From an optimization exercise on the open Yosys and OpenROAD flow, aimed at small area; shortcuts taken in it are not production practice.
At most, simulation tests tie the RTL to the original design; equivalence was not proved.
The RTL of runs 1 and 3 was laid out without a check of its function.
No activity file was given, so power comes from the tool's default toggle rates.

==> design/flow/design.v <==
module ALU #(parameter w = 8) (
    clk, rst, CE, IN_valid, MODE, CMD, OPA, OPB, Cin,
    ERR, RES, OF, COUT, G, L, E);
    input clk;
    input rst;
    input CE;
    input [1:0] IN_valid;
    input MODE;
    input [3:0] CMD;
    input [7:0] OPA;
    input [7:0] OPB;
    input Cin;
    output reg ERR;
    output reg OF;
    output reg COUT;
    output reg G;
    output reg L;
    output reg E;
    output reg [16:0] RES;
wire sgn_in = (CMD[3:2] == 2'b11) | (CMD[1:0] == 2'b11);   
wire [7:0] ca = {OPA[7] ^ sgn_in, OPA[6:0]};
wire [7:0] cb = {OPB[7] ^ sgn_in, OPB[6:0]};
wire [1:0] cmp_code = (ca == cb) ? 2'b11 : (ca < cb) ? 2'b01 : 2'b10;
wire [2:0] rot_amt = CMD[0] ? (3'd0 - OPB[2:0]) : OPB[2:0];
wire [7:0] rot_hot = 8'd1 << rot_amt;
reg need_a, need_b, bad;
reg rows_i, aq1_i, aq2_i, ci_i;
reg [3:0] s_i;
reg sela, selb, invb, rot;
reg [7:0] ka, kb;
always @(*) begin
    need_a = 1'b1; need_b = 1'b1; bad = 1'b0;
    rows_i = 1'b0; aq1_i = 1'b0; aq2_i = 1'b0; ci_i = 1'b0; s_i = 4'b0000;
    sela = 1'b1; selb = 1'b1; invb = 1'b0; rot = 1'b0; ka = 8'h00; kb = 8'h00;
    if (MODE) begin
        case (CMD)
            4'b0000: rows_i = 1'b1;
            4'b0001: begin rows_i = 1'b1; ci_i = 1'b1; s_i = 4'b1000; invb = 1'b1; end
            4'b0010: begin rows_i = 1'b1; ci_i = Cin; end
            4'b0011: begin rows_i = 1'b1; ci_i = ~Cin; invb = 1'b1;
                           s_i = {3'b100, Cin & (&OPB)}; end
            4'b0100: begin rows_i = 1'b1; ci_i = 1'b1; selb = 1'b0; need_b = 1'b0; end
            4'b0101: begin rows_i = 1'b1; s_i = 4'b1000; selb = 1'b0; kb = 8'hFF;
                           need_b = 1'b0; end
            4'b0110: begin rows_i = 1'b1; ci_i = 1'b1; sela = 1'b0; need_a = 1'b0; end
            4'b0111: begin rows_i = 1'b1; s_i = 4'b1000; sela = 1'b0; ka = 8'hFF;
                           need_a = 1'b0; end
            4'b1000: begin rows_i = 1'b1; s_i = {2'b01, cmp_code}; sela = 1'b0;
                           selb = 1'b0; end
            4'b1001: begin rows_i = 1'b1; aq1_i = 1'b1; ci_i = 1'b1; end
            4'b1010: aq2_i = 1'b1;
            4'b1011: begin rows_i = 1'b1; s_i = {2'b01, cmp_code}; end
            4'b1100: begin rows_i = 1'b1; ci_i = 1'b1; s_i = {2'b01, cmp_code};
                           invb = 1'b1; end
            default: bad = 1'b1;
        endcase
    end else begin
        case (CMD)
            4'b0000: s_i = 4'b1000;
            4'b0001: s_i = 4'b0111;
            4'b0010: s_i = 4'b1110;
            4'b0011: s_i = 4'b0001;
            4'b0100: s_i = 4'b0110;
            4'b0101: s_i = 4'b1001;
            4'b0110: begin s_i = 4'b0011; need_b = 1'b0; end
            4'b0111: begin s_i = 4'b0101; need_a = 1'b0; end
            4'b1000: begin aq1_i = 1'b1; s_i = 4'b0001; selb = 1'b0; kb = 8'h80;
                           need_b = 1'b0; end
            4'b1001: begin aq1_i = 1'b1; s_i = 4'b0110; selb = 1'b0; kb = 8'h02;
                           need_b = 1'b0; end
            4'b1010: begin aq1_i = 1'b1; s_i = 4'b0001; sela = 1'b0; ka = 8'h80;
                           need_a = 1'b0; end
            4'b1011: begin aq1_i = 1'b1; s_i = 4'b0110; sela = 1'b0; ka = 8'h02;
                           need_a = 1'b0; end
            4'b1100, 4'b1101: begin
                           aq1_i = 1'b1; s_i = 4'b0011; selb = 1'b0; rot = 1'b1;
                           bad = |OPB[7:4]; end
            default: bad = 1'b1;
        endcase
    end
end
wire err_in = bad | (need_a & ~IN_valid[0]) | (need_b & ~IN_valid[1]);
wire mul_in = MODE & (CMD == 4'b1001 || CMD == 4'b1010);
wire [7:0] a_in = ({8{sela}} & OPA) | ka;
wire [7:0] b_in = ({8{selb}} & (OPB ^ {8{invb}})) | kb | ({8{rot}} & rot_hot);
wire [7:0] code_in = err_in ? {2'b00, mul_in, 1'b0, mul_in, 3'b000} :
                     {rows_i, aq1_i | aq2_i, aq2_i, ci_i, s_i};
reg [7:0] A, B;
reg rows, aq, m2, ci;
reg [3:0] s;
always @(posedge clk) begin
    if (CE) begin
        A <= a_in;
        B <= b_in;
    end
end
always @(posedge clk or posedge rst) begin
    if (rst)
        {rows, aq, m2, ci, s} <= 8'h00;
    else if (CE)
        {rows, aq, m2, ci, s} <= code_in;
end
wire [7:0] Aq = {8{aq}} & A;
wire [7:0] X = {8{rows}} & A;
wire [7:0] Y = {8{rows}} & B;
wire [7:0] pp [0:7];
wire [7:0] ppn [0:7];
genvar gi;
generate for (gi = 0; gi < 8; gi = gi + 1) begin : g_pp
    assign pp[gi] = {8{Aq[gi]}} & B;
    assign ppn[gi] = ~({8{Aq[gi]}} & B);
end endgenerate
wire [7:0] Xn = ~X;
wire [7:0] Yn = ~Y;
wire cin = ~ci;
wire [16:0] P;
wire s1;
wire c2;
alu_xn us1 (ppn[0][7], ppn[1][6], s1);
alu_or uc2 (ppn[0][7], ppn[1][6], c2);
wire s3;
wire c4;
alu_xn us3 (ppn[0][4], ppn[1][3], s3);
alu_or uc4 (ppn[0][4], ppn[1][3], c4);
wire s5;
wire c6;
alu_fa us5 (ppn[0][5], ppn[1][4], ppn[2][3], s5, c6);
wire s7;
wire c8;
alu_xn us7 (ppn[3][2], ppn[4][1], s7);
alu_or uc8 (ppn[3][2], ppn[4][1], c8);
wire s9;
wire c10;
alu_fa us9 (ppn[0][6], ppn[1][5], ppn[2][4], s9, c10);
wire s11;
wire c12;
alu_fa us11 (ppn[3][3], ppn[4][2], ppn[5][1], s11, c12);
wire s13;
wire c14;
alu_xn us13 (ppn[6][0], Xn[6], s13);
alu_or uc14 (ppn[6][0], Xn[6], c14);
wire s15;
wire c16;
alu_fa us15 (ppn[2][5], ppn[3][4], ppn[4][3], s15, c16);
wire s17;
wire c18;
alu_fa us17 (ppn[5][2], ppn[6][1], ppn[7][0], s17, c18);
wire s19;
wire c20;
alu_fa us19 (Xn[7], Yn[7], s1, s19, c20);
wire s21;
wire c22;
alu_fa us21 (ppn[1][7], ppn[2][6], ppn[3][5], s21, c22);
wire s23;
wire c24;
alu_fa us23 (ppn[4][4], ppn[5][3], ppn[6][2], s23, c24);
wire s25;
wire c26;
alu_xn us25 (ppn[7][1], c2, s25);
alu_or uc26 (ppn[7][1], c2, c26);
wire s27;
wire c28;
alu_fa us27 (ppn[2][7], ppn[3][6], ppn[4][5], s27, c28);
wire s29;
wire c30;
alu_xn us29 (ppn[5][4], ppn[6][3], s29);
alu_or uc30 (ppn[5][4], ppn[6][3], c30);
wire s31;
wire c32;
alu_xn us31 (ppn[3][7], ppn[4][6], s31);
alu_or uc32 (ppn[3][7], ppn[4][6], c32);
wire s33;
wire c34;
alu_xn us33 (ppn[0][2], ppn[1][1], s33);
alu_or uc34 (ppn[0][2], ppn[1][1], c34);
wire s35;
wire c36;
alu_fa us35 (ppn[0][3], ppn[1][2], ppn[2][1], s35, c36);
wire s37;
wire c38;
alu_xn us37 (ppn[3][0], Xn[3], s37);
alu_or uc38 (ppn[3][0], Xn[3], c38);
wire s39;
wire c40;
alu_fa us39 (ppn[2][2], ppn[3][1], ppn[4][0], s39, c40);
wire s41;
wire c42;
alu_fa us41 (Xn[4], Yn[4], s3, s41, c42);
wire s43;
wire c44;
alu_fa us43 (ppn[5][0], Xn[5], Yn[5], s43, c44);
wire s45;
wire c46;
alu_fa us45 (s5, s7, c4, s45, c46);
wire s47;
wire c48;
alu_fa us47 (Yn[6], s9, s11, s47, c48);
wire s49;
wire c50;
alu_fa us49 (s13, c6, c8, s49, c50);
wire s51;
wire c52;
alu_fa us51 (s15, s17, s19, s51, c52);
wire s53;
wire c54;
alu_fa us53 (c10, c12, c14, s53, c54);
wire s55;
wire c56;
alu_fa us55 (s21, s23, s25, s55, c56);
wire s57;
wire c58;
alu_fa us57 (c16, c18, c20, s57, c58);
wire s59;
wire c60;
alu_fa us59 (ppn[7][2], s27, s29, s59, c60);
wire s61;
wire c62;
alu_fa us61 (c22, c24, c26, s61, c62);
wire s63;
wire c64;
alu_fa us63 (ppn[5][5], ppn[6][4], ppn[7][3], s63, c64);
wire s65;
wire c66;
alu_fa us65 (s31, c28, c30, s65, c66);
wire s67;
wire c68;
alu_fa us67 (ppn[4][7], ppn[5][6], ppn[6][5], s67, c68);
wire s69;
wire c70;
alu_xn us69 (ppn[7][4], c32, s69);
alu_or uc70 (ppn[7][4], c32, c70);
wire s71;
wire c72;
alu_xn us71 (ppn[5][7], ppn[6][6], s71);
alu_or uc72 (ppn[5][7], ppn[6][6], c72);
wire s73;
wire c74;
alu_xn us73 (ppn[0][0], Xn[0], s73);
alu_or uc74 (ppn[0][0], Xn[0], c74);
wire s75;
wire c76;
alu_fa us75 (ppn[0][1], ppn[1][0], Xn[1], s75, c76);
wire s77;
wire c78;
alu_fa us77 (ppn[2][0], Xn[2], Yn[2], s77, c78);
wire s79;
wire c80;
alu_fa us79 (Yn[3], s35, s37, s79, c80);
wire s81;
wire c82;
alu_fa us81 (s39, s41, c36, s81, c82);
wire s83;
wire c84;
alu_fa us83 (s43, s45, c40, s83, c84);
wire s85;
wire c86;
alu_fa us85 (s47, s49, c44, s85, c86);
wire s87;
wire c88;
alu_fa us87 (s51, s53, c48, s87, c88);
wire s89;
wire c90;
alu_fa us89 (s55, s57, c52, s89, c90);
wire s91;
wire c92;
alu_fa us91 (s59, s61, c56, s91, c92);
wire s93;
wire c94;
alu_fa us93 (s63, s65, c60, s93, c94);
wire s95;
wire c96;
alu_fa us95 (s67, s69, c64, s95, c96);
wire s97;
wire c98;
alu_fa us97 (ppn[7][5], s71, c68, s97, c98);
wire s99;
wire c100;
alu_xn us99 (ppn[6][7], ppn[7][6], s99);
alu_or uc100 (ppn[6][7], ppn[7][6], c100);
wire s101;
wire c102;
alu_xn us101 (Yn[0], cin, s101);
alu_or uc102 (Yn[0], cin, c102);
wire s103;
wire c104;
alu_fa us103 (Yn[1], s75, c74, s103, c104);
wire s105;
wire c106;
alu_fa us105 (s33, s77, c76, s105, c106);
wire s107;
wire c108;
alu_fa us107 (c34, s79, c78, s107, c108);
wire s109;
wire c110;
alu_fa us109 (c38, s81, c80, s109, c110);
wire s111;
wire c112;
alu_fa us111 (c42, s83, c82, s111, c112);
wire s113;
wire c114;
alu_fa us113 (c46, s85, c84, s113, c114);
wire s115;
wire c116;
alu_fa us115 (c50, s87, c86, s115, c116);
wire s117;
wire c118;
alu_fa us117 (c54, s89, c88, s117, c118);
wire s119;
wire c120;
alu_fa us119 (c58, s91, c90, s119, c120);
wire s121;
wire c122;
alu_fa us121 (c62, s93, c92, s121, c122);
wire s123;
wire c124;
alu_fa us123 (c66, s95, c94, s123, c124);
wire s125;
wire c126;
alu_fa us125 (c70, s97, c96, s125, c126);
wire s127;
wire c128;
alu_fa us127 (c72, s99, c98, s127, c128);
wire s129;
wire c130;
alu_xn us129 (ppn[7][7], c100, s129);
alu_or uc130 (ppn[7][7], c100, c130);
wire s131;
wire g132;
alu_xr us131 (s73, s101, s131);
alu_nr ug132 (s73, s101, g132);
wire s133;
wire c134;
wire p135;
wire g136;
alu_xr up135 (s103, c102, p135);
alu_nr ug136 (s103, c102, g136);
alu_aoi uc134 (p135, g132, g136, c134);
alu_xr us133 (p135, g132, s133);
wire s137;
wire c138;
wire p139;
wire g140;
alu_xn up139 (s105, c104, p139);
alu_or ug140 (s105, c104, g140);
alu_oai uc138 (p139, c134, g140, c138);
alu_xr us137 (p139, c134, s137);
wire s141;
wire c142;
wire p143;
wire g144;
alu_xr up143 (s107, c106, p143);
alu_nr ug144 (s107, c106, g144);
alu_aoi uc142 (p143, c138, g144, c142);
alu_xr us141 (p143, c138, s141);
wire s145;
wire c146;
wire p147;
wire g148;
alu_xn up147 (s109, c108, p147);
alu_or ug148 (s109, c108, g148);
alu_oai uc146 (p147, c142, g148, c146);
alu_xr us145 (p147, c142, s145);
wire s149;
wire c150;
wire p151;
wire g152;
alu_xr up151 (s111, c110, p151);
alu_nr ug152 (s111, c110, g152);
alu_aoi uc150 (p151, c146, g152, c150);
alu_xr us149 (p151, c146, s149);
wire s153;
wire c154;
wire p155;
wire g156;
alu_xn up155 (s113, c112, p155);
alu_or ug156 (s113, c112, g156);
alu_oai uc154 (p155, c150, g156, c154);
alu_xr us153 (p155, c150, s153);
wire s157;
wire c158;
wire p159;
wire g160;
alu_xr up159 (s115, c114, p159);
alu_nr ug160 (s115, c114, g160);
alu_aoi uc158 (p159, c154, g160, c158);
alu_xr us157 (p159, c154, s157);
wire s161;
wire c162;
wire p163;
wire g164;
alu_xn up163 (s117, c116, p163);
alu_or ug164 (s117, c116, g164);
alu_oai uc162 (p163, c158, g164, c162);
alu_xr us161 (p163, c158, s161);
wire s165;
wire c166;
wire p167;
wire g168;
alu_xr up167 (s119, c118, p167);
alu_nr ug168 (s119, c118, g168);
alu_aoi uc166 (p167, c162, g168, c166);
alu_xr us165 (p167, c162, s165);
wire s169;
wire c170;
wire p171;
wire g172;
alu_xn up171 (s121, c120, p171);
alu_or ug172 (s121, c120, g172);
alu_oai uc170 (p171, c166, g172, c170);
alu_xr us169 (p171, c166, s169);
wire s173;
wire c174;
wire p175;
wire g176;
alu_xr up175 (s123, c122, p175);
alu_nr ug176 (s123, c122, g176);
alu_aoi uc174 (p175, c170, g176, c174);
alu_xr us173 (p175, c170, s173);
wire s177;
wire c178;
wire p179;
wire g180;
alu_xn up179 (s125, c124, p179);
alu_or ug180 (s125, c124, g180);
alu_oai uc178 (p179, c174, g180, c178);
alu_xr us177 (p179, c174, s177);
wire s181;
wire c182;
wire p183;
wire g184;
alu_xr up183 (s127, c126, p183);
alu_nr ug184 (s127, c126, g184);
alu_aoi uc182 (p183, c178, g184, c182);
alu_xr us181 (p183, c178, s181);
wire s185;
wire c186;
wire p187;
wire g188;
alu_xn up187 (s129, c128, p187);
alu_or ug188 (s129, c128, g188);
alu_oai uc186 (p187, c182, g188, c186);
alu_xr us185 (p187, c182, s185);
wire s189;
wire c190;
alu_onb uc190 (c130, c186, c190);
alu_xn us189 (c130, c186, s189);
wire s191;
assign s191 = ~c190;
assign P = {s191, s189, s185, s181, s177, s173, s169, s165, s161, s157, s153, s149, s145, s141, s137, s133, s131};
wire arith = rows & ~aq;
wire shrot = aq & ~rows & ~m2;
wire lgc   = ~rows & ~aq;
wire mulop = m2 | (rows & aq);
wire lo_en = arith | (shrot & s[1]);
wire hi_en = shrot & s[0];
wire en8   = arith | (shrot & s[2]);
wire [3:0] tt = {4{lgc}} & s;
wire inv16 = lgc & s[0];
wire k8 = arith & (s[3] | (s[2] & (A[7] ^ B[7])));
wire U  = arith & (k8 ? ~P[8] : (s[2] & A[7]));
reg [7:0] lo;
integer i;
always @(*)
    for (i = 0; i < 8; i = i + 1)
        lo[i] = (lo_en & P[i]) | (hi_en & P[i+8]) |
                (tt[3] & A[i] & B[i]) | (tt[2] & A[i] & ~B[i]) |
                (tt[1] & ~A[i] & B[i]) | (tt[0] & ~A[i] & ~B[i]);
wire r8 = (en8 & P[8]) ^ k8;
wire [16:0] R = {U | inv16, {7{U}}, r8, lo};
wire cout_n = arith & ~s[3] & ~s[2] & P[8];
wire of_n = arith & ((s[3] & ~s[0] & ~P[8]) |
                     (s[2] & (A[7] == B[7]) & (P[7] != A[7])));
wire cmp = arith & s[2];
wire e_n = cmp & s[1] & s[0];
wire l_n = cmp & ~s[1] & s[0];
wire g_n = cmp & s[1] & ~s[0];
wire err_n = (lgc & (s == 4'b0000)) | (m2 & s[3]);
reg [16:0] RES_m;
always @(posedge clk or posedge rst) begin
    if (rst) begin
        RES <= 0; RES_m <= 0;
        COUT <= 0; OF <= 0; G <= 0; L <= 0; E <= 0; ERR <= 0;
    end else if (CE) begin
        if (mulop) begin
            RES_m <= m2 ? {P[15:0], 1'b0} : P;
            RES <= RES_m;
        end else
            RES <= R;
        COUT <= cout_n;
        OF <= of_n;
        G <= g_n;
        L <= l_n;
        E <= e_n;
        ERR <= err_n;
    end
end
endmodule
module alu_fa (a, b, c, s, co);
    input a, b, c;
    output s, co;
    assign s = a ^ b ^ c;
    assign co = (a & b) | (a & c) | (b & c);
endmodule
module alu_ha (a, b, s, co);
    input a, b;
    output s, co;
    assign s = a ^ b;
    assign co = a & b;
endmodule
module alu_nd (a, b, y);
    input a, b;
    output y;
    assign y = ~(a & b);
endmodule
module alu_xn (a, b, y);
    input a, b;
    output y;
    assign y = ~(a ^ b);
endmodule
module alu_xr (a, b, y);
    input a, b;
    output y;
    assign y = a ^ b;
endmodule
module alu_anb (a, bn, y);
    input a, bn;
    output y;
    assign y = a & ~bn;
endmodule
module alu_nr (a, b, y);
    input a, b;
    output y;
    assign y = ~(a | b);
endmodule
module alu_or (a, b, y);
    input a, b;
    output y;
    assign y = a | b;
endmodule
module alu_onb (a, bn, y);
    input a, bn;
    output y;
    assign y = a | ~bn;
endmodule
module alu_aoi (p, c, g, y);
    input p, c, g;
    output y;
    assign y = ~((p & c) | g);
endmodule
module alu_oai (pn, cn, gn, y);
    input pn, cn, gn;
    output y;
    assign y = ~((pn | cn) & gn);
endmodule
==> design/flow/flow/run.sh <==
#!/bin/bash
# Layout flow: the standard layout (standard.sh: ORFS from synthesis to
# finish) with these changes:
#  - synthesis maps the logic with an area-oriented ABC script (deepsyn, then
#    area mapping) instead of ORFS's delay-oriented one. Only the final abc
#    call of ORFS's synthesis is changed: its -script argument is replaced.
#    Everything else, registers included, is the standard synthesis
#    (synth_recipe.tcl).
#  - the buffers that the flow puts on every input and output port are buf_1
#    cells, not the resizer's default choice;
#  - clock tree synthesis adds no dummy loads to balance the tree.
# The full output of the run goes to standard.log in this folder; ORFS keeps
# each step's own log under orfs/logs/.
set -euo pipefail
W=$(pwd)
printf '%s\n' '&get -n' '&st' '&deepsyn -T 10' '&put' 'dch' 'map -a' 'topo' 'stime -c' > "$W/abc_area_deep.script"
cat > "$W/own_synth.tcl" <<EOT
proc abc {args} {
  set i [lsearch -exact \$args -script]
  if {\$i >= 0} { lset args [expr {\$i + 1}] {$W/abc_area_deep.script} }
  yosys abc {*}\$args
}
source {$W/synth_recipe.tcl}
EOT
bash standard.sh \
  "SYNTH_SCRIPT=$W/own_synth.tcl" \
  "BUFFER_PORTS_ARGS=-buffer_cell sky130_fd_sc_hd__buf_1" \
  "CTS_ARGS=-sink_clustering_enable -repair_clock_nets -buf_list {sky130_fd_sc_hd__clkbuf_4 sky130_fd_sc_hd__clkbuf_8} -dont_use_dummy_load" \
  finish > standard.log 2>&1
==> design/flow/standard.sh <==
#!/bin/bash
# synth_recipe.tcl (not shown) runs the flow's synth.tcl, then flattens the netlist and writes it again
# the make line also repeats each setting of config.mk as NAME=value (left out here)
make -C /OpenROAD-flow-scripts/flow DESIGN_CONFIG=/design/flow/config.mk WORK_HOME=/design/flow/orfs CLKGATE_MAP_FILE= SYNTH_SCRIPT=/design/flow/synth_recipe.tcl "${@:-finish}"
==> design/flow/config.mk <==
export PLATFORM = sky130hd
export DESIGN_NAME = ALU
export DESIGN_NICKNAME = ALU
export VERILOG_FILES = /design/flow/design.v
export SDC_FILE = /design/flow/constraint.sdc
export NUM_CORES = 4
export LEC_CHECK = 0
export CAP_MARGIN = 20
export CORE_MARGIN = 2
export CORE_UTILIZATION = 60
export CTS_BUF_LIST = sky130_fd_sc_hd__clkbuf_4 sky130_fd_sc_hd__clkbuf_8
export SLEW_MARGIN = 20
export SYNTH_HIERARCHICAL = 1
==> design/flow/constraint.sdc <==
create_clock -name core_clock -period 6.0 [get_ports {clk}]
set_input_delay 1.2000 -clock core_clock [delete_from_list [all_inputs] [get_ports {clk}]]
set_output_delay 1.2000 -clock core_clock [all_outputs]
set_load 0.01 [all_outputs]
==> results of run 1 <==
## timing repair
item / in CTS / in global routing
gates resized for setup: 1 / 13
gates cloned: 0 / 0
hold buffers: 0 / 0
endpoints found under the setup margin: 1 / 6
## registers in the layout, indices dropped and copies added (netlist names), 4 cells and up
register,cells
B,8
RES,17
s,4
A,8
RES_m,17
## final cells by class
type	count	area, um^2	share of cell area
sequential	64	1680	0.268
multi-input combinational	528	3640	0.580
timing repair buffer	77	395	0.0630
clock buffer	9	124	0.0197
tap	111	139	0.0221
inverter	80	300	0.0478
## cells by family (layout without fill, tap and decap cells)
kind of cell               count (synthesis)  after routing  share of synthesized area
xor gates and xnor gates                  45             45                     0.0705
buffers and inverters                     80            166                     0.0537
and+or+nand+nor                          277            277                      0.206
AOI/OAI and AO/OA                        147            147                      0.170
adders and majority gates                 59             59                      0.199
DFF                                       64             64                      0.301
## final timing paths
| kind | slack, ps | from | end |
|---|---|---|---|
| setup / recovery | 370 | aq | RES[7] |
| max in group asynchronous | 4340 | rst | aq |
| hold reg to reg | 490 | RES_m[0] | RES_m[0] |
| min in group asynchronous | 1040 | rst | RES[10] |
| setup reg to reg | 370 | aq | RES[7] |
| hold / removal | 490 | RES_m[0] | RES_m[0] |
## worst min-delay path, cell delays in order (launching register included)
cell,delay [ps]
sky130_fd_sc_hd__dfrtp_1,350
sky130_fd_sc_hd__nand2_1,50
sky130_fd_sc_hd__o21ai_0,50
## Yosys stat by module, one instance, submodules excluded
module   copies in the design  flops+latches  cells inside
ALU                         1             64           531
alu_aoi                     7              0             1
alu_fa                     50              0             1
alu_nr                      8              0             1
alu_oai                     7              0             1
alu_onb                     1              0             2
alu_or                     22              0             1
alu_xn                     23              0             1
alu_xr                     22              0             1
## metrics by stage
stage | utilization | setup TNS, ps | hold WS [ps] | power (W)
6_report | 0.686 | 0 | 486 | 0.00124
5_1_grt | 0.686 | -32.9 | 521 | 0.00132
3_3_place_gp | 0.669 | 0 | 470 | 0.000951
4_1_cts | 0.683 | 0 | 489 | 0.00124
2_1_floorplan | - | 0 | 454 | 0.000824
3_5_place_dp | 0.669 | -18.2 | 475 | 0.000960
## metal layers
layer | vias to the layer above | GRT usage | part of all wire
met5 | - | 0 | 0
met4 | 0 | 0.0917 | 0.028
met3 | 40 | 0.0818 | 0.078
met1 | 2433 | 0.434 | 0.44
met2 | 246 | 0.485 | 0.46
li1 | 2472 | - | -
## cell usage in the layout (no fill, tap or decap), drive strengths merged, types with 12 or more instances in the layout
master  netlist  layout
buf           0      76
xnor2        23      23
edfxtp       16      16
nor3         13      13
nand3        12      12
fa           50      50
or2          22      22
o21ai        31      31
a21oi        33      33
xor2         22      22
nand2       133     133
clkinv       80      79
nor2         86      86
o22ai        19      19
a22oi        15      15
o221ai       23      23
dfrtp        48      48
## power by group
part / switching, W / internal, W
clock: 0.000144 / 0.000133
combinational: 0.000242 / 0.000144
sequential: 0.0000525 / 0.000520
total: 0.000439 / 0.000797
==> impl_results.rst, run 1 <==
.. list-table::
   :header-rows: 1

   * - Metric
     - Value
   * - Period minus WS final
     - 5630 ps
   * - Detail-routed via count per cell
     - 5.97
   * - Final weighted congestion in routability-driven placement
     - 0.970
   * - Largest fanout of any net on the critical path
     - 5
   * - Total number of vias
     - 5,191
   * - Sequential area share after synthesis
     - 0.301
   * - Maximum number of pins on one net before global-route repair
     - 49
   * - Data required time of the critical path
     - 6270 ps
   * - TritonCTS clock tree
     - done
   * - DIE AREA
     - 0.0101 mm^2
   * - Buffer cell driving the clock tree root
     - sky130_fd_sc_hd__clkbuf_8
   * - Overall routed net length
     - 14,900 um
   * - Most instantiated cells after synthesis
     - sky130_fd_sc_hd__nand2_1, sky130_fd_sc_hd__nor2_1, sky130_fd_sc_hd__clkinv_1
   * - Static Leak
     - 2.05 nW
   * - Final-report hold violation count
     - 0
   * - Max Cap Violations
     - 0
   * - DRT Pass-1 Iters
     - 5
   * - Slew @ Worst Pin
     - 941 ps
   * - Cell with the largest stage delay on the worst path
     - sky130_fd_sc_hd__fa_1
   * - Area share of the largest cell type after synthesis
     - 0.215
   * - Die span in x
     - 101 um
   * - Most used flip-flop cell after synthesis
     - sky130_fd_sc_hd__dfrtp_1
   * - Kind of launch point of the worst setup path
     - flip-flop
   * - Dominant delay contributor by cell family on the critical path
     - adder cells
   * - Post-Place Worst Slack
     - -18.2 ps
   * - Initial antenna violation count
     - 0
   * - GRT Overall Usage
     - 0.312
   * - Placeable core region
     - 0.00915 mm^2
   * - Final-report setup violation count
     - 0
   * - Start-to-end type of the worst setup path
     - reg2reg
   * - Overflow left after global routing
     - 0
   * - Max-slew violations
     - 0
   * - Initial standard-cell utilization of the core
     - 0.611
   * - Via count of the first global-routing pass
     - 4,887
   * - Buffer depth of the longest clock path
     - 2
   * - Area growth from synthesis to layout
     - 12.3%
   * - I/O Pins
     - 50
   * - Cell type with the highest aggregate area in the netlist
     - sky130_fd_sc_hd__dfrtp_1
   * - Fraction of final layout cells sized beyond drive strength 1
     - 0.0910
   * - Yosys warnings
     - 7
   * - Placement-stage cell area
     - 0.00613 mm^2
   * - Proportion of synthesized flip-flops having asynchronous set or reset
     - 0.750
   * - Chip Height
     - 101 um
   * - Count of routing violations after the opening detailed-route iteration
     - 359
   * - Number of buffers added on ports
     - 49
   * - Crit path DAT
     - 5900 ps
   * - Cells after DPL
     - 860
   * - H-tree level count
     - 3
   * - Antenna cells
     - 0
   * - Number of distinct standard cells referenced by the synthesized netlist
     - 29
   * - Setup bufs post-CTS
     - 0
   * - Area of all placed cells without fillers
     - 0.00628 mm^2
   * - Run status
     - finished clean
   * - Wire length of the first global-routing pass
     - 24,400 um
   * - Antenna-violating nets left
     - 0
   * - Clock sink count
     - 64
   * - Number of flip-flops and latches in the synthesized netlist
     - 64
   * - Critical path, cell by cell
     - clkinv_1, buf_4, nor2_2, nand2_1, fa_1, fa_1, fa_1, fa_1, xnor2_1, o21ai_1, a21oi_1, o21ai_1, a21oi_1, o21ai_1, a21oi_1, o21ai_1, a21oi_2, o21ai_2, xnor2_2, clkinv_1, o22ai_1, a211oi_1, nor2_1
   * - Total CTS buffers
     - 9
   * - Highest achievable clock rate
     - 178 MHz
   * - Logic depth of the worst setup path including buffers
     - 23
   * - Ranking of synthesized cells by area
     - sky130_fd_sc_hd__dfrtp_1, sky130_fd_sc_hd__fa_1, sky130_fd_sc_hd__nand2_1
   * - Post-layout net count
     - 846
   * - Worst Hold Depth
     - 2
   * - Worst clock skew
     - 27.6 ps
   * - Worst Hold Class
     - reg2reg
   * - Most repeated cell in the gate-level netlist after synthesis
     - sky130_fd_sc_hd__nand2_1
   * - Number of cells on the worst reg-to-reg path
     - 23
   * - Slack of the critical path
     - 370 ps
   * - Max-slew headroom at the worst pin
     - 0.366
   * - Period utilization
     - 0.938
   * - Estimated wirelength of the detail-placed design
     - 12,000 um
   * - Capturing element type of the critical path
     - flip-flop
   * - Fill cell total of the finished layout
     - 788
   * - Std cell rows
     - 35
   * - IR drop worst, VDD
     - 0.000100 V
   * - EDFF count, synth
     - 16
   * - Post-synthesis average cell area
     - 8.32 um^2
   * - Synth Cell Area
     - 0.00559 mm^2
   * - Remaining DRCs
     - 0
   * - Count of placed standard cells in the final layout, fillers left out
     - 869
   * - Number of buffer and inverter instances along the worst setup path
     - 3
   * - Syn nets
     - 758
   * - Crit-path max cell delay
     - 590 ps
   * - Worst-skew pair later-pin latency
     - 350 ps
   * - Synth Instances
     - 672
   * - Post-detailed-route wirelength per cell
     - 17.2 um
   * - Pwr/cell area
     - 197 mW/mm^2
   * - Clock-pin transition on the worst setup and hold timing paths
     - 60 ps
==> run 2: changes to the inputs <==
--- a/design/flow/design.v
+++ b/design/flow/design.v
@@ -81,9 +81,9 @@
 end
 wire err_in = bad | (need_a & ~IN_valid[0]) | (need_b & ~IN_valid[1]);
 wire mul_in = MODE & (CMD == 4'b1001 || CMD == 4'b1010);
-wire [7:0] a_in = ({8{sela}} & OPA) | ka;
+wire [7:0] a_in = err_in ? 8'h00 : ({8{sela}} & OPA) | ka;
 wire [7:0] b_in = ({8{selb}} & (OPB ^ {8{invb}})) | kb | ({8{rot}} & rot_hot);
-wire [7:0] code_in = err_in ? {2'b00, mul_in, 1'b0, mul_in, 3'b000} :
+wire [7:0] code_in = err_in ? {1'b0, mul_in, mul_in, 1'b0, mul_in, 3'b000} :
                      {rows_i, aq1_i | aq2_i, aq2_i, ci_i, s_i};
 reg [7:0] A, B;
 reg rows, aq, m2, ci;
==> impl_results.rst, run 2 <==
.. list-table::
   :header-rows: 1

   * - Metric
     - Value
   * - Run status
     - finished clean
   * - Number of distinct standard cells referenced by the synthesized netlist
     - 31 (+6.9%)
   * - Most common cell after layout, fill and taps aside
     - sky130_fd_sc_hd__nand2_1
   * - Post-synthesis average cell area
     - 8.25 um^2 (-0.85%)
   * - Die span in x
     - 100 um (-0.19%)
   * - Maximum number of pins on one net before global-route repair
     - 49 (unchanged)
   * - Final-report setup violation count
     - 0 (unchanged)
   * - Share of the core filled with cells
     - 0.679 (-0.00714)
   * - Dominant combinational cell family by area after synthesis
     - simple AND/OR/NAND/NOR gates
   * - Simple-gate portion of the synthesized area
     - 0.204 (-0.00209)
   * - Overall power of the completed layout
     - 0.00151 W (+22%)
   * - Mux cell area share after synthesis
     - 0 (unchanged)
   * - Data required time of the critical path
     - 6230 ps (-40 ps)
   * - Capturing element type of the critical path
     - flip-flop
   * - Yosys warnings
     - 7 (unchanged)
   * - Synth Cell Area
     - 0.00557 mm^2 (-0.40%)
   * - Adder-Cell Fraction of Synth Area
     - 0.200 (+0.000805)
   * - Max-slew headroom at the worst pin
     - 0.354 (-0.0118)
   * - Syn nets
     - 761 (+0.40%)
   * - Number of flip-flops and latches in the synthesized netlist
     - 64 (unchanged)
   * - Layer with the highest usage after global routing
     - met2
   * - Wire length of the first global-routing pass
     - 24,900 um (+2.1%)
   * - Chip Height
     - 100 um (-0.19%)
   * - Cell type with the highest aggregate area in the netlist
     - sky130_fd_sc_hd__dfrtp_1
   * - Detail-routed via count per cell
     - 6.02 (+0.85%)
   * - Overflow left after global routing
     - 0 (unchanged)
   * - Crit path DAT
     - 5870 ps (-30 ps)
   * - Post-layout net count
     - 840 (-0.71%)
   * - Antenna-violating nets left
     - 0 (unchanged)
   * - Clock-pin transition on the worst setup and hold timing paths
     - 90 ps (+30 ps)
   * - Grt met3 use
     - 0.0766 (-0.00523)
   * - Start-to-end type of the worst setup path
     - reg2reg
   * - I/O Pins
     - 50 (unchanged)
   * - Hold-fix buffers, CTS
     - 0 (unchanged)
   * - EDFF count, synth
     - 16 (unchanged)
   * - Total CTS buffers
     - 9 (unchanged)
   * - Post-Place Worst Slack
     - -142 ps (-124 ps)
   * - Remaining DRCs
     - 0 (unchanged)
   * - Fill cell total of the finished layout
     - 781 (-0.89%)
   * - Setup total negative slack
     - 0 ps (unchanged)
   * - DRT Pass-1 Iters
     - 5 (unchanged)
   * - Top library cells by usage in the layout, fill and taps aside
     - sky130_fd_sc_hd__nand2_1, sky130_fd_sc_hd__nor2_1, sky130_fd_sc_hd__clkinv_1
   * - Pwr/cell area
     - 244 mW/mm^2 (+24%)
   * - Final weighted congestion in routability-driven placement
     - 0.995 (+2.6%)
   * - Max-slew violations
     - 0 (unchanged)
   * - GRT met2 Usage
     - 0.503 (+0.0181)
   * - Period minus WS final
     - 5640 ps (+7.79 ps)
   * - Overall routed net length
     - 15,100 um (+1.2%)
   * - Final-report hold violation count
     - 0 (unchanged)
   * - IR drop worst, VDD
     - 0.000174 V (+74%)
   * - Buffer cell driving the clock tree root
     - sky130_fd_sc_hd__clkbuf_8
   * - Unrepaired setup endpoints after global routing
     - false
   * - Initial antenna violation count
     - 0 (unchanged)
   * - Number of buffers added on ports
     - 49 (unchanged)
   * - Most instantiated cells after synthesis
     - sky130_fd_sc_hd__nand2_1, sky130_fd_sc_hd__nor2_1, sky130_fd_sc_hd__clkinv_1
   * - Via count of the first global-routing pass
     - 5,056 (+3.5%)
   * - TritonCTS clock tree
     - done
   * - Worst-skew pair later-pin latency
     - 350 ps (about the same)
   * - Cell with the largest stage delay on the worst path
     - sky130_fd_sc_hd__fa_1
   * - Synth Instances
     - 675 (+0.45%)
   * - GRT Overall Usage
     - 0.320 (+0.00798)
   * - Slew @ Worst Pin
     - 967 ps (+26.2 ps)
   * - Max Cap Violations
     - 0 (unchanged)
   * - Most used flip-flop cell after synthesis
     - sky130_fd_sc_hd__dfrtp_1
   * - Initial standard-cell utilization of the core
     - 0.612 (about the same)
   * - Global-route track usage on met1
     - 0.436 (+0.00157)
   * - H-tree level count
     - 3 (unchanged)
   * - Estimated wirelength of the detail-placed design
     - 12,100 um (+0.84%)
   * - Area occupied by multi-input gates
     - 0.00365 mm^2 (+0.41%)
   * - Largest fanout of any net on the critical path
     - 5 (unchanged)
   * - Highest achievable clock rate
     - 177 MHz (-0.14%)
   * - Ranking of synthesized cells by area
     - sky130_fd_sc_hd__dfrtp_1, sky130_fd_sc_hd__fa_1, sky130_fd_sc_hd__edfxtp_1
   * - XOR/XNOR Fraction of Synth Area
     - 0.0708 (+0.000285)
   * - Static Leak
     - 2.08 nW (+1.1%)
   * - Leading registers by flop count
     - RES x17, RES_m x17
   * - Slack of the critical path
     - 362 ps (-7.79 ps)
   * - Sequential area share after synthesis
     - 0.302 (+0.00122)
   * - Critical path, cell by cell
     - clkinv_1, buf_4, nor2_1, buf_4, nand2_1, fa_1, fa_1, fa_1, fa_1, xor2_1, a21oi_2, o21ai_1, a21oi_1, o21ai_1, a21oi_1, o21ai_1, a21oi_1, o21ai_1, xnor2_1, clkinv_1, o221ai_1
   * - Setup bufs post-CTS
     - 0 (unchanged)
   * - Reg area
     - 0.00168 mm^2 (unchanged)
   * - Buffer depth of the longest clock path
     - 2 (unchanged)
   * - Fraction of final layout cells sized beyond drive strength 1
     - 0.0798 (-0.0112)
   * - Placeable core region
     - 0.00911 mm^2 (-0.48%)
   * - Area share of the largest cell type after synthesis
     - 0.216 (+0.000868)
   * - Share of the synthesized area in compound gates (AO/OA/AOI/OAI)
     - 0.177 (+0.00697)
   * - Clock sink count
     - 64 (unchanged)
   * - Kind of launch point of the worst setup path
     - flip-flop
   * - Count of routing violations after the opening detailed-route iteration
     - 437 (+22%)
   * - Number of buffer and inverter instances along the worst setup path
     - 4 (+1)
   * - Worst clock skew
     - 35.0 ps (+7.43 ps)
   * - Most repeated cell in the gate-level netlist after synthesis
     - sky130_fd_sc_hd__nand2_1
   * - Std cell rows
     - 35 (unchanged)
   * - DIE AREA
     - 0.0101 mm^2 (-0.38%)
   * - Area growth from synthesis to layout
     - 11.0%
   * - Antenna cells
     - 0 (unchanged)
   * - Period utilization
     - 0.940 (+0.00130)
   * - Crit-path max cell delay
     - 560 ps (-30 ps)
   * - Proportion of synthesized flip-flops having asynchronous set or reset
     - 0.750 (unchanged)
   * - Post-detailed-route wirelength per cell
     - 17.5 um (+1.9%)
   * - Total number of vias
     - 5,199 (+0.15%)
   * - Dominant delay contributor by cell family on the critical path
     - adder cells
   * - Worst Hold Class
     - reg2reg
run 2: kinds of logic (layout without fill, tap and decap cells):
| family | count (synthesis) | in the layout |
|---|---|---|
| AO/OA/AOI/OAI | 162 | 162 |
| buffers and inverters | 69 | 146 |
| XOR/XNOR | 45 | 45 |
| AND/OR/NAND/NOR | 276 | 276 |
| adder cells (fa/ha/maj) | 59 | 59 |
| flip-flops | 64 | 64 |
run 2: modules after synthesis, one instance, submodules excluded:
module   times used  cells inside  cell area, um^2
alu_aoi           7             1             5.00
alu_or           22             1             6.26
alu_nr            8             1             3.75
ALU               1           534             3930
alu_onb           1             2             7.51
alu_xn           23             1             8.76
alu_fa           50             1             20.0
alu_xr           22             1             8.76
alu_oai           7             1             5.00
run 2: metrics by stage:
step                      std cells  hold WS [ps]  instance area (um^2)
after floorplan                 675           459                  5570
after global placement          854           474                  6040
after detailed placement        854           475                  6040
after CTS                       863           496                  6160
after global routing            863           523                  6180
final                           863           493                  6180
run 2: worst register-to-register path, stage by stage (launching register included):
cell	delay (ps)
sky130_fd_sc_hd__dfrtp_1	340
sky130_fd_sc_hd__clkinv_1	160
sky130_fd_sc_hd__buf_4	200
sky130_fd_sc_hd__nor2_1	310
sky130_fd_sc_hd__buf_4	220
sky130_fd_sc_hd__nand2_1	70
sky130_fd_sc_hd__fa_1	470
sky130_fd_sc_hd__fa_1	530
sky130_fd_sc_hd__fa_1	520
sky130_fd_sc_hd__fa_1	560
sky130_fd_sc_hd__xor2_1	270
sky130_fd_sc_hd__a21oi_2	120
sky130_fd_sc_hd__o21ai_1	210
sky130_fd_sc_hd__a21oi_1	130
sky130_fd_sc_hd__o21ai_1	230
sky130_fd_sc_hd__a21oi_1	140
sky130_fd_sc_hd__o21ai_1	240
sky130_fd_sc_hd__a21oi_1	130
sky130_fd_sc_hd__o21ai_1	230
sky130_fd_sc_hd__xnor2_1	180
sky130_fd_sc_hd__clkinv_1	130
sky130_fd_sc_hd__o221ai_1	190
run 2: final timing paths:
check | startpoint | to | slack (ps) | cells past startpoint
setup / recovery | aq | RES_m[16] | 360 | 21
hold / removal | E | E | 490 | 2
setup reg to reg | aq | RES_m[16] | 360 | 21
hold reg to reg | E | E | 490 | 2
max in group asynchronous | rst | RES[7] | 4310 | 2
min in group asynchronous | rst | E | 1050 | 2
run 2: metal layers:
layer,up-vias,wire [um]
met1,2496,6590
met2,215,7020
met3,32,1050
met5,-,0
li1,2456,-
met4,0,440
run 2: report_power, final:
group | switching [W] | total, W | internal [W]
Clock | 0.000146 | 0.000280 | 0.000133
Sequential | 0.0000747 | 0.000620 | 0.000545
Combinational | 0.000382 | 0.000606 | 0.000224
Total | 0.000604 | 0.00151 | 0.000903
run 2: cell type report:
cell class | instances | area share
multi-input cells | 542 | 0.591
repair buffers | 68 | 0.0528
inverters | 69 | 0.0419
flip-flops and latches | 64 | 0.272
well taps | 111 | 0.0225
clock buffers | 9 | 0.0200
run 2: what timing repair did:
action	in CTS	in global routing
pin swaps	0	0
setup endpoints to repair	4	5
resized for setup	3	8
==> run 3: changes to the inputs <==
--- a/design/flow/design.v
+++ b/design/flow/design.v
@@ -10,12 +10,12 @@
     input [7:0] OPA;
     input [7:0] OPB;
     input Cin;
-    output reg ERR;
+    output ERR;
     output reg OF;
-    output reg COUT;
-    output reg G;
-    output reg L;
-    output reg E;
+    output COUT;
+    output G;
+    output L;
+    output E;
     output reg [16:0] RES;
 wire sgn_in = (CMD[3:2] == 2'b11) | (CMD[1:0] == 2'b11);   
 wire [7:0] ca = {OPA[7] ^ sgn_in, OPA[6:0]};
@@ -81,9 +81,9 @@
 end
 wire err_in = bad | (need_a & ~IN_valid[0]) | (need_b & ~IN_valid[1]);
 wire mul_in = MODE & (CMD == 4'b1001 || CMD == 4'b1010);
-wire [7:0] a_in = err_in ? 8'h00 : ({8{sela}} & OPA) | ka;
+wire [7:0] a_in = ({8{sela}} & OPA) | ka;
 wire [7:0] b_in = ({8{selb}} & (OPB ^ {8{invb}})) | kb | ({8{rot}} & rot_hot);
-wire [7:0] code_in = err_in ? {1'b0, mul_in, mul_in, 1'b0, mul_in, 3'b000} :
+wire [7:0] code_in = err_in ? {2'b00, mul_in, 1'b0, mul_in, 3'b000} :
                      {rows_i, aq1_i | aq2_i, aq2_i, ci_i, s_i};
 reg [7:0] A, B;
 reg rows, aq, m2, ci;
@@ -471,27 +471,28 @@
 wire of_n = arith & ((s[3] & ~s[0] & ~P[8]) |
                      (s[2] & (A[7] == B[7]) & (P[7] != A[7])));
 wire cmp = arith & s[2];
-wire e_n = cmp & s[1] & s[0];
-wire l_n = cmp & ~s[1] & s[0];
-wire g_n = cmp & s[1] & ~s[0];
 wire err_n = (lgc & (s == 4'b0000)) | (m2 & s[3]);
+reg fx;
+reg [1:0] fy;
+assign E = fx & fy[1] & fy[0];
+assign L = fx & ~fy[1] & fy[0];
+assign G = fx & fy[1] & ~fy[0];
+assign COUT = ~fx & fy[1];
+assign ERR = ~fx & fy[0];
 reg [16:0] RES_m;
 always @(posedge clk or posedge rst) begin
     if (rst) begin
         RES <= 0; RES_m <= 0;
-        COUT <= 0; OF <= 0; G <= 0; L <= 0; E <= 0; ERR <= 0;
+        OF <= 0; fx <= 0; fy <= 2'b00;
     end else if (CE) begin
         if (mulop) begin
             RES_m <= m2 ? {P[15:0], 1'b0} : P;
             RES <= RES_m;
         end else
             RES <= R;
-        COUT <= cout_n;
         OF <= of_n;
-        G <= g_n;
-        L <= l_n;
-        E <= e_n;
-        ERR <= err_n;
+        fx <= cmp;
+        fy <= cmp ? s[1:0] : {cout_n, err_n};
     end
 end
 endmodule
==> impl_results.rst, run 3 <==
.. list-table::
   :header-rows: 1

   * - Metric
     - Value
   * - Run status
     - finished clean
   * - Mux cell area share after synthesis
     - 0 (unchanged)
   * - TritonCTS clock tree
     - done
   * - Number of distinct standard cells referenced by the synthesized netlist
     - 28 (-9.7%)
   * - DRT Pass-1 Iters
     - 5 (unchanged)
   * - Fill cell total of the finished layout
     - 773 (-1.0%)
   * - Buffer cell driving the clock tree root
     - sky130_fd_sc_hd__clkbuf_8
   * - Post-layout net count
     - 848 (+0.95%)
   * - Chip Height
     - 100 um (-0.36%)
   * - Estimated wirelength of the detail-placed design
     - 12,400 um (+2.4%)
   * - Static Leak
     - 2.02 nW (-2.7%)
   * - Final-report setup violation count
     - 0 (unchanged)
   * - Buffer depth of the longest clock path
     - 2 (unchanged)
   * - Setup total negative slack
     - 0 ps (unchanged)
   * - Synth Cell Area
     - 0.00553 mm^2 (-0.74%)
   * - Worst clock skew
     - 32.3 ps (-2.69 ps)
   * - Wire length of the first global-routing pass
     - 25,500 um (+2.5%)
   * - Initial antenna violation count
     - 0 (unchanged)
   * - Worst Hold Class
     - reg2reg
   * - Die span in x
     - 100 um (-0.36%)
   * - Max-slew headroom at the worst pin
     - 0.324 (-0.0308)
   * - Final Hold Slack
     - 500 ps (+6.61 ps)
   * - Reg2Reg Launch Point
     - aq
   * - Leading registers by flop count
     - RES x17, RES_m x17
   * - DIE AREA
     - 0.0100 mm^2 (-0.72%)
   * - Period utilization
     - 0.918 (-0.0218)
   * - GRT Overall Usage
     - 0.329 (+0.00905)
   * - Number of flip-flops and latches in the synthesized netlist
     - 62 (-3.1%)
   * - Highest achievable clock rate
     - 182 MHz (+2.4%)
   * - Antenna-violating nets left
     - 0 (unchanged)
   * - Sequential area share after synthesis
     - 0.295 (-0.00680)
   * - Synth Instances
     - 674 (-0.15%)
   * - Start-to-end type of the worst setup path
     - reg2reg
   * - Slack of the worst reg-to-reg path
     - 490 ps (+130 ps)
   * - Most used flip-flop cell after synthesis
     - sky130_fd_sc_hd__dfrtp_1
   * - Simple-gate portion of the synthesized area
     - 0.185 (-0.0191)
   * - Pwr/cell area
     - 220 mW/mm^2 (-9.5%)
   * - Share of the synthesized area in compound gates (AO/OA/AOI/OAI)
     - 0.187 (+0.0104)
   * - Total number of vias
     - 5,234 (+0.67%)
   * - Post-synthesis average cell area
     - 8.20 um^2 (-0.59%)
   * - Max Cap Violations
     - 0 (unchanged)
   * - Final weighted congestion in routability-driven placement
     - 0.994 (-0.19%)
   * - Top library cells by usage in the layout, fill and taps aside
     - sky130_fd_sc_hd__nand2_1, sky130_fd_sc_hd__clkinv_1, sky130_fd_sc_hd__nor2_1
   * - Via count of the first global-routing pass
     - 5,163 (+2.1%)
   * - Number of buffers added on ports
     - 49 (unchanged)
   * - Antenna cells
     - 0 (unchanged)
   * - Proportion of synthesized flip-flops having asynchronous set or reset
     - 0.742 (-0.00806)
   * - Most common cell after layout, fill and taps aside
     - sky130_fd_sc_hd__nand2_1
   * - Count of routing violations after the opening detailed-route iteration
     - 395 (-9.6%)
   * - Cell type with the highest aggregate area in the netlist
     - sky130_fd_sc_hd__dfrtp_1
   * - Most instantiated cells after synthesis
     - sky130_fd_sc_hd__nand2_1, sky130_fd_sc_hd__clkinv_1, sky130_fd_sc_hd__nor2_1
   * - Capturing element type of the critical path
     - flip-flop
   * - Post-detailed-route wirelength per cell
     - 17.5 um (-0.13%)
   * - Overall routed net length
     - 15,200 um (+0.79%)
   * - I/O Pins
     - 50 (unchanged)
   * - Unrepaired setup endpoints after global routing
     - false
   * - Dominant combinational cell family by area after synthesis
     - adder cells
   * - Adder-Cell Fraction of Synth Area
     - 0.201 (+0.00149)
   * - Slew @ Worst Pin
     - 1000 ps (+37.0 ps)
   * - IR drop worst, VDD
     - 0.000115 V (-34%)
   * - Crit path launch
     - aq
   * - Hold-fix buffers, CTS
     - 0 (unchanged)
   * - Cells after DPL
     - 862 (+0.94%)
   * - Clock-pin transition on the worst setup and hold timing paths
     - 80 ps (about the same)
   * - Reg area
     - 0.00163 mm^2 (-3.0%)
   * - Area share of the largest cell type after synthesis
     - 0.208 (-0.00744)
   * - H-tree level count
     - 3 (unchanged)
   * - Most repeated cell in the gate-level netlist after synthesis
     - sky130_fd_sc_hd__nand2_1
   * - Overflow left after global routing
     - 0 (unchanged)
   * - Setup bufs post-CTS
     - 0 (unchanged)
   * - Maximum number of pins on one net before global-route repair
     - 47 (-4.1%)
   * - Initial standard-cell utilization of the core
     - 0.607 (-0.00453)
   * - Area growth from synthesis to layout
     - 12.2%
   * - Kind of launch point of the worst setup path
     - flip-flop
   * - Total CTS buffers
     - 9 (unchanged)
   * - EDFF count, synth
     - 16 (unchanged)
   * - Fraction of final layout cells sized beyond drive strength 1
     - 0.0882 (+0.00837)
   * - Worst-skew pair later-pin latency
     - 350 ps (about the same)
   * - Syn nets
     - 760 (-0.13%)
   * - Std cell rows
     - 35 (unchanged)
   * - Yosys warnings
     - 7 (unchanged)
   * - Clock sink count
     - 62 (-3.1%)
   * - Detail-routed via count per cell
     - 6.01 (-0.25%)
   * - Area occupied by multi-input gates
     - 0.00359 mm^2 (-1.8%)
   * - Final-report hold violation count
     - 0 (unchanged)
   * - Crit path DAT
     - 5730 ps (-140 ps)
   * - Remaining DRCs
     - 0 (unchanged)
   * - Max-slew violations
     - 0 (unchanged)
   * - Period minus WS final
     - 5510 ps (-131 ps)
   * - Placeable core region
     - 0.00911 mm^2 (unchanged)
   * - Launch instance of the worst min-delay path
     - RES_m[13]
   * - Data required time of the critical path
     - 6220 ps (about the same)
   * - Ranking of synthesized cells by area
     - sky130_fd_sc_hd__dfrtp_1, sky130_fd_sc_hd__fa_1, sky130_fd_sc_hd__edfxtp_1
   * - XOR/XNOR Fraction of Synth Area
     - 0.0729 (+0.00211)
   * - Largest fanout of any net on the critical path
     - 8 (+3)
   * - Count of placed standard cells in the final layout, fillers left out
     - 871 (+0.93%)
-- run 3: critical path, cell delays in order, from the launching register on --
cell and delay, ps:
sky130_fd_sc_hd__dfrtp_1 360, sky130_fd_sc_hd__clkinv_1 160, sky130_fd_sc_hd__buf_4 210, sky130_fd_sc_hd__nor2_2 190, sky130_fd_sc_hd__buf_4 180, sky130_fd_sc_hd__nand2_1 70, sky130_fd_sc_hd__fa_1 460, sky130_fd_sc_hd__fa_1 520
sky130_fd_sc_hd__fa_1 520, sky130_fd_sc_hd__fa_1 550, sky130_fd_sc_hd__xor2_1 250, sky130_fd_sc_hd__a21oi_2 110, sky130_fd_sc_hd__o21ai_0 230, sky130_fd_sc_hd__a21oi_1 130, sky130_fd_sc_hd__o21ai_1 220, sky130_fd_sc_hd__a21oi_1 130
sky130_fd_sc_hd__o21ai_1 210, sky130_fd_sc_hd__a21oi_1 130, sky130_fd_sc_hd__o21ai_1 230, sky130_fd_sc_hd__xnor2_1 190, sky130_fd_sc_hd__clkinv_1 140, sky130_fd_sc_hd__o221ai_1 190
-- run 3: final timing paths --
check | end | cells past startpoint
worst max-delay path | RES_m[16] | 21
worst min-delay path | RES_m[13] | 2
worst max register to register | RES_m[16] | 21
worst min register to register | RES_m[13] | 2
max in group asynchronous | rows | 2
min in group asynchronous | RES[12] | 2
-- run 3: per-layer routing --
metal | part of all wire | vias to the layer above | track usage | routed length, um
li1 | - | 2455 | - | -
met1 | 0.42 | 2473 | 0.466 | 6420
met2 | 0.47 | 264 | 0.530 | 7120
met3 | 0.080 | 42 | 0.0508 | 1220
met4 | 0.031 | 0 | 0.102 | 465
met5 | 0 | - | 0 | 0
-- run 3: logic make-up (layout without fill, tap and decap cells) --
logic type                 after synthesis  in the layout
xor gates and xnor gates                46             46
adders and majority gates               59             59
and+or+nand+nor                        248            248
DFF                                     62             62
AOI/OAI and AO/OA                      173            173
buffers and inverters                   86            172
-- run 3: where the power goes --
part / switching, W / leakage [nW] / internal, W
combinational: 0.000324 / 1.23 / 0.000188
sequential: 0.0000616 / 0.726 / 0.000514
clock: 0.000146 / 0.0647 / 0.000133
total: 0.000532 / 2.02 / 0.000835
-- run 3: timing repair --
item	4_1_cts	5_1_grt
hold endpoints to repair	0	0
endpoints found under the setup margin	0	7
gates resized for setup	0	11
-- run 3: area by class of cell --
type                    count  share of cell area
repair buffers             77              0.0638
inverters                  86              0.0521
clock buffers               9              0.0200
multi-input cells         526               0.579
flip-flops and latches     62               0.263
well taps                 111              0.0224
-- run 3: per-module statistics from Yosys, one instance, submodules excluded, excerpt --
module | cell area (um^2) | flip-flops and latches
alu_aoi | 5.00 | 0
alu_fa | 20.0 | 0
alu_nr | 3.75 | 0
alu_oai | 5.00 | 0
alu_onb | 7.51 | 0
alu_or | 6.26 | 0
alu_xn | 8.76 | 0
-- run 3: through the flow --
step / worst slack, ps / area [um^2] / util / power, W
final: 493 / 6200 / 0.681 / 0.00137
after global placement: 217 / 6060 / 0.666 / 0.00107
after detailed placement: 57.5 / 6060 / 0.666 / 0.00109
after floorplan: 203 / 5530 / - / 0.000905
after CTS: 43.7 / 6190 / 0.679 / 0.00136
after global routing: 17.2 / 6200 / 0.681 / 0.00145
==> run 4: changes to the inputs <==
--- a/design/flow/design.v
+++ b/design/flow/design.v
@@ -10,12 +10,12 @@
     input [7:0] OPA;
     input [7:0] OPB;
     input Cin;
-    output ERR;
+    output reg ERR;
     output reg OF;
-    output COUT;
-    output G;
-    output L;
-    output E;
+    output reg COUT;
+    output reg G;
+    output reg L;
+    output reg E;
     output reg [16:0] RES;
 wire sgn_in = (CMD[3:2] == 2'b11) | (CMD[1:0] == 2'b11);   
 wire [7:0] ca = {OPA[7] ^ sgn_in, OPA[6:0]};
@@ -81,9 +81,9 @@
 end
 wire err_in = bad | (need_a & ~IN_valid[0]) | (need_b & ~IN_valid[1]);
 wire mul_in = MODE & (CMD == 4'b1001 || CMD == 4'b1010);
-wire [7:0] a_in = ({8{sela}} & OPA) | ka;
+wire [7:0] a_in = err_in ? 8'h00 : ({8{sela}} & OPA) | ka;
 wire [7:0] b_in = ({8{selb}} & (OPB ^ {8{invb}})) | kb | ({8{rot}} & rot_hot);
-wire [7:0] code_in = err_in ? {2'b00, mul_in, 1'b0, mul_in, 3'b000} :
+wire [7:0] code_in = err_in ? {1'b0, mul_in, mul_in, 1'b0, mul_in, 3'b000} :
                      {rows_i, aq1_i | aq2_i, aq2_i, ci_i, s_i};
 reg [7:0] A, B;
 reg rows, aq, m2, ci;
@@ -471,28 +471,27 @@
 wire of_n = arith & ((s[3] & ~s[0] & ~P[8]) |
                      (s[2] & (A[7] == B[7]) & (P[7] != A[7])));
 wire cmp = arith & s[2];
+wire e_n = cmp & s[1] & s[0];
+wire l_n = cmp & ~s[1] & s[0];
+wire g_n = cmp & s[1] & ~s[0];
 wire err_n = (lgc & (s == 4'b0000)) | (m2 & s[3]);
-reg fx;
-reg [1:0] fy;
-assign E = fx & fy[1] & fy[0];
-assign L = fx & ~fy[1] & fy[0];
-assign G = fx & fy[1] & ~fy[0];
-assign COUT = ~fx & fy[1];
-assign ERR = ~fx & fy[0];
 reg [16:0] RES_m;
 always @(posedge clk or posedge rst) begin
     if (rst) begin
         RES <= 0; RES_m <= 0;
-        OF <= 0; fx <= 0; fy <= 2'b00;
+        COUT <= 0; OF <= 0; G <= 0; L <= 0; E <= 0; ERR <= 0;
     end else if (CE) begin
         if (mulop) begin
             RES_m <= m2 ? {P[15:0], 1'b0} : P;
             RES <= RES_m;
         end else
             RES <= R;
+        COUT <= cout_n;
         OF <= of_n;
-        fx <= cmp;
-        fy <= cmp ? s[1:0] : {cout_n, err_n};
+        G <= g_n;
+        L <= l_n;
+        E <= e_n;
+        ERR <= err_n;
     end
 end
 endmodule
==> design/flow/run.sh (new file) <==
#!/bin/bash
# synth_recipe.tcl (not shown) runs the flow's synth.tcl, then flattens the netlist and writes it again
# the make line also repeats each setting of config.mk as NAME=value (left out here)
make -C /OpenROAD-flow-scripts/flow DESIGN_CONFIG=/design/flow/config.mk WORK_HOME=/design/flow/orfs CLKGATE_MAP_FILE= SYNTH_SCRIPT=/design/flow/synth_recipe.tcl finish
removed: design/flow/flow/run.sh
removed: design/flow/standard.sh
==> impl_results.rst, run 4 <==
.. list-table::
   :header-rows: 1

   * - Metric
     - Value
   * - Slack of the worst reg-to-reg path
     - 410 ps (-80 ps)
   * - Syn nets
     - 765 (+0.66%)
   * - IR drop worst, VDD
     - 0.000110 V (-4.2%)
   * - Highest achievable clock rate
     - 179 MHz (-1.4%)
   * - Final weighted congestion in routability-driven placement
     - 0.914 (-8.0%)
   * - Buffer cell driving the clock tree root
     - sky130_fd_sc_hd__clkbuf_8
   * - Largest fanout of any net on the critical path
     - 12 (+4)
   * - Final-report setup violation count
     - 0 (unchanged)
   * - Area share of the largest cell type after synthesis
     - 0.195 (-0.0134)
   * - Post-detailed-route wirelength per cell
     - 19.2 um (+9.6%)
   * - GRT Overall Usage
     - 0.304 (-0.0248)
   * - Worst Hold Depth
     - 2 (unchanged)
   * - Estimated wirelength of the detail-placed design
     - 12,400 um (+0.15%)
   * - Most instantiated cells after synthesis
     - sky130_fd_sc_hd__nand2_1, sky130_fd_sc_hd__fa_1, sky130_fd_sc_hd__dfrtp_1
   * - Most used flip-flop cell after synthesis
     - sky130_fd_sc_hd__dfrtp_1
   * - Worst-skew pair later-pin latency
     - 350 ps (about the same)
   * - Most repeated cell in the gate-level netlist after synthesis
     - sky130_fd_sc_hd__nand2_1
   * - Area occupied by multi-input gates
     - 0.00420 mm^2 (+17%)
   * - Slew @ Worst Pin
     - 1060 ps (+55.8 ps)
   * - Placeable core region
     - 0.0101 mm^2 (+11%)
   * - TritonCTS clock tree
     - done
   * - Worst clock skew
     - 10.6 ps (-21.8 ps)
   * - Pwr/cell area
     - 204 mW/mm^2 (-7.4%)
   * - Leading registers by flop count
     - RES x17, RES_m x17
   * - Final-report hold violation count
     - 0 (unchanged)
   * - Clock-pin transition on the worst setup and hold timing paths
     - 80 ps (about the same)
   * - Clock sink count
     - 64 (+3.2%)
   * - Count of routing violations after the opening detailed-route iteration
     - 426 (+7.8%)
   * - Cell type with the highest aggregate area in the netlist
     - sky130_fd_sc_hd__dfrtp_1
   * - Total CTS buffers
     - 9 (unchanged)
   * - Synth Cell Area
     - 0.00617 mm^2 (+12%)
   * - Setup bufs post-CTS
     - 0 (unchanged)
   * - Overall routed net length
     - 16,100 um (+5.6%)
   * - Capturing element type of the critical path
     - flip-flop
   * - H-tree level count
     - 3 (unchanged)
   * - Data required time of the critical path
     - 6230 ps (about the same)
   * - Top library cells by usage in the layout, fill and taps aside
     - sky130_fd_sc_hd__nand2_1, sky130_fd_sc_hd__fa_1, sky130_fd_sc_hd__clkdlybuf4s50_1
   * - Max-slew headroom at the worst pin
     - 0.293 (-0.0301)
   * - Overall power of the completed layout
     - 0.00141 W (+3.1%)
   * - DIE AREA
     - 0.0111 mm^2 (+11%)
   * - Worst Hold Class
     - reg2reg
   * - Yosys warnings
     - 7 (unchanged)
   * - Run status
     - finished clean
   * - Fill cell total of the finished layout
     - 837 (+8.3%)
   * - Total number of vias
     - 5,226 (-0.15%)
   * - Antenna-violating nets left
     - 0 (unchanged)
   * - Number of cells on the worst reg-to-reg path
     - 22 (+4.8%)
   * - Detail-routed via count per cell
     - 6.23 (+3.7%)
   * - Initial standard-cell utilization of the core
     - 0.608 (+0.00129)
   * - Setup total negative slack
     - 0 ps (unchanged)
   * - Maximum number of pins on one net before global-route repair
     - 49 (+4.3%)
   * - Chip Height
     - 105 um (+5.4%)
   * - Max Cap Violations
     - 0 (unchanged)
   * - Static Leak
     - 2.24 nW (+11%)
   * - Cells after DPL
     - 823 (-4.5%)
   * - Max-slew violations
     - 0 (unchanged)
   * - Number of distinct standard cells referenced by the synthesized netlist
     - 67 (+140%)
   * - Kind of launch point of the worst setup path
     - flip-flop
   * - Synth Instances
     - 679 (+0.74%)
   * - I/O Pins
     - 50 (unchanged)
   * - Area growth from synthesis to layout
     - 11.9%
   * - Most common cell after layout, fill and taps aside
     - sky130_fd_sc_hd__nand2_1
   * - Unrepaired setup endpoints after global routing
     - false
   * - Count of placed standard cells in the final layout, fillers left out
     - 839 (-3.7%)
   * - Overflow left after global routing
     - 0 (unchanged)
   * - Initial antenna violation count
     - 0 (unchanged)
   * - Buffer depth of the longest clock path
     - 2 (unchanged)
   * - Crit path DAT
     - 5820 ps (+90 ps)
   * - Post-synthesis average cell area
     - 9.08 um^2 (+11%)
   * - Sequential area share after synthesis
     - 0.273 (-0.0224)
   * - Number of buffers added on ports
     - 49 (unchanged)
   * - EDFF count, synth
     - 16 (unchanged)
   * - Via count of the first global-routing pass
     - 5,319 (+3.0%)
   * - Start-to-end type of the worst setup path
     - reg2reg
   * - DRT Pass-1 Iters
     - 5 (unchanged)
   * - Antenna cells
     - 0 (unchanged)
   * - Wire length of the first global-routing pass
     - 26,500 um (+3.8%)
   * - Std cell rows
     - 37 (+5.7%)
   * - Period utilization
     - 0.931 (+0.0132)
   * - Number of flip-flops and latches in the synthesized netlist
     - 64 (+3.2%)
   * - Remaining DRCs
     - 0 (unchanged)
   * - Reg area
     - 0.00168 mm^2 (+3.1%)
   * - Fraction of final layout cells sized beyond drive strength 1
     - 0.0811 (-0.00708)
   * - Proportion of synthesized flip-flops having asynchronous set or reset
     - 0.750 (+0.00806)
   * - Ranking of synthesized cells by area
     - sky130_fd_sc_hd__dfrtp_1, sky130_fd_sc_hd__fa_1, sky130_fd_sc_hd__edfxtp_1
   * - Die span in x
     - 105 um (+5.4%)
   * - Post-layout net count
     - 784 (-7.5%)
   * - Period minus WS final
     - 5590 ps (+79.2 ps)
## run 4: cell count changes after synthesis, sizes merged, moves of 7 or more
cell    change
clkinv     -86
nor2       -56
clkbuf     +35
o22ai      -22
inv        +19
buf        +17
mux2i      +16
a221o       +9
and2        +9
nand2       +8
xnor2       +8
mux4        +7
nor2b       +7
## run 4: worst paths after layout
path                        endpoint      from
setup / recovery              RES[7]        aq
hold / removal              RES_m[9]  RES_m[9]
setup reg to reg              RES[7]        aq
hold reg to reg             RES_m[9]  RES_m[9]
max in group asynchronous     RES[3]       rst
min in group asynchronous  RES_m[13]       rst
## run 4: layout make-up
cell class	count	area share
clock inverters	7	0.0111
multi-input cells	544	0.609
inverters	19	0.0105
repair buffers	60	0.0830
well taps	136	0.0247
flip-flops and latches	64	0.244
clock buffers	9	0.0179
## run 4: worst max-delay path: stages, from the launching register on
cell,delay [ps]
sky130_fd_sc_hd__dfrtp_1,380
sky130_fd_sc_hd__buf_4,190
sky130_fd_sc_hd__and2_1,310
sky130_fd_sc_hd__nand2_1,130
sky130_fd_sc_hd__fa_1,580
sky130_fd_sc_hd__fa_1,440
sky130_fd_sc_hd__fa_1,580
sky130_fd_sc_hd__fa_1,450
sky130_fd_sc_hd__xnor2_1,170
sky130_fd_sc_hd__o21ai_1,230
sky130_fd_sc_hd__a21oi_2,100
sky130_fd_sc_hd__o21ai_1,230
sky130_fd_sc_hd__a21oi_2,100
sky130_fd_sc_hd__o21ai_1,230
sky130_fd_sc_hd__a21oi_2,110
sky130_fd_sc_hd__o21ai_1,270
sky130_fd_sc_hd__a21oi_2,120
sky130_fd_sc_hd__o21ai_1,220
sky130_fd_sc_hd__xnor2_1,150
sky130_fd_sc_hd__nand2_1,80
sky130_fd_sc_hd__nand3_1,70
sky130_fd_sc_hd__a221oi_1,240
sky130_fd_sc_hd__o2bb2ai_1,100
## run 4: metal layers
layer | wire, um | up-vias | GRT usage
met5 | 0 | - | 0
met4 | 443 | 0 | 0.113
met3 | 1010 | 33 | 0.0476
met2 | 7760 | 215 | 0.499
met1 | 6870 | 2569 | 0.410
li1 | - | 2409 | -
## run 4: power breakdown
part	switching, W	total (W)	internal, W
combinational	0.000263	0.000456	0.000193
clock	0.000185	0.000380	0.000196
sequential	0.0000597	0.000573	0.000513
total	0.000507	0.00141	0.000902
## run 4: through the flow
step / setup slack (ps) / cell area [um^2] / util / hold slack, ps
after floorplan: 458 / 6170 / - / 450
after global placement: 580 / 6690 / 0.660 / 469
after detailed placement: 358 / 6700 / 0.661 / 477
after CTS: 350 / 6900 / 0.680 / 496
after global routing: 6.62 / 6900 / 0.681 / 517
final: 414 / 6900 / 0.681 / 496
## run 4: cells by family after synthesis
kind of cell,after synthesis,share of synthesized area
AND/OR/NAND/NOR,233,0.179
AO/OA/AOI/OAI,170,0.185
buffers and inverters,71,0.0471
flip-flops,64,0.273
adder cells (fa/ha/maj),59,0.181
XOR/XNOR,57,0.0809
multiplexers,25,0.0552
## run 4: per-module statistics from Yosys (local to each module, per instance)
module   copies in the design  flip-flops and latches  cells  cell area, um^2
alu_xn                     23                       0      1             8.76
alu_fa                     50                       0      1             20.0
alu_nr                      8                       0      1             3.75
ALU                         1                      64    539             4500
alu_or                     22                       0      1             6.26
alu_onb                     1                       0      1             6.26
alu_aoi                     7                       0      1             8.76
alu_xr                     22                       0      1             8.76
alu_oai                     7                       0      1             5.00
## run 4: repair_timing
action | 4_1_cts | 5_1_grt
setup endpoints to repair | 0 | 1
hold buffers | 0 | 0
gates resized for setup | 0 | 2

[re-timing with driven ports]
How much do the figures lean on ideal ports? The routed layouts below were timed once more, with nothing changed but the port constraints. Step 1: set_driving_cell puts a clkbuf_16 on clk and a buf_2 on each other input, an assumption about the parent block. Step 2 moves the port delays by t, midway between the first and last clock arrival at a register: inputs arrive t later, outputs are due t later. That takes back most of the time a late clock gives input paths. Slacks: ideal / step 1 / step 2; pairs: ideal / step 1.
run	shift t [ns]	slack for setup (ns)	clock arrival spread, ns	worst register clock-pin slew, ns
run 1	0.366	0.370 / 0.370 / 0.370	0.027 / 0.028	0.08 / 0.08
run 2	0.363	0.362 / 0.362 / 0.362	0.036 / 0.036	0.09 / 0.09
run 3	0.366	0.493 / 0.493 / 0.493	0.032 / 0.032	0.08 / 0.08
run 4	0.379	0.414 / 0.414 / 0.414	0.013 / 0.013	0.08 / 0.08
After both steps setup and hold are still met in every run listed.
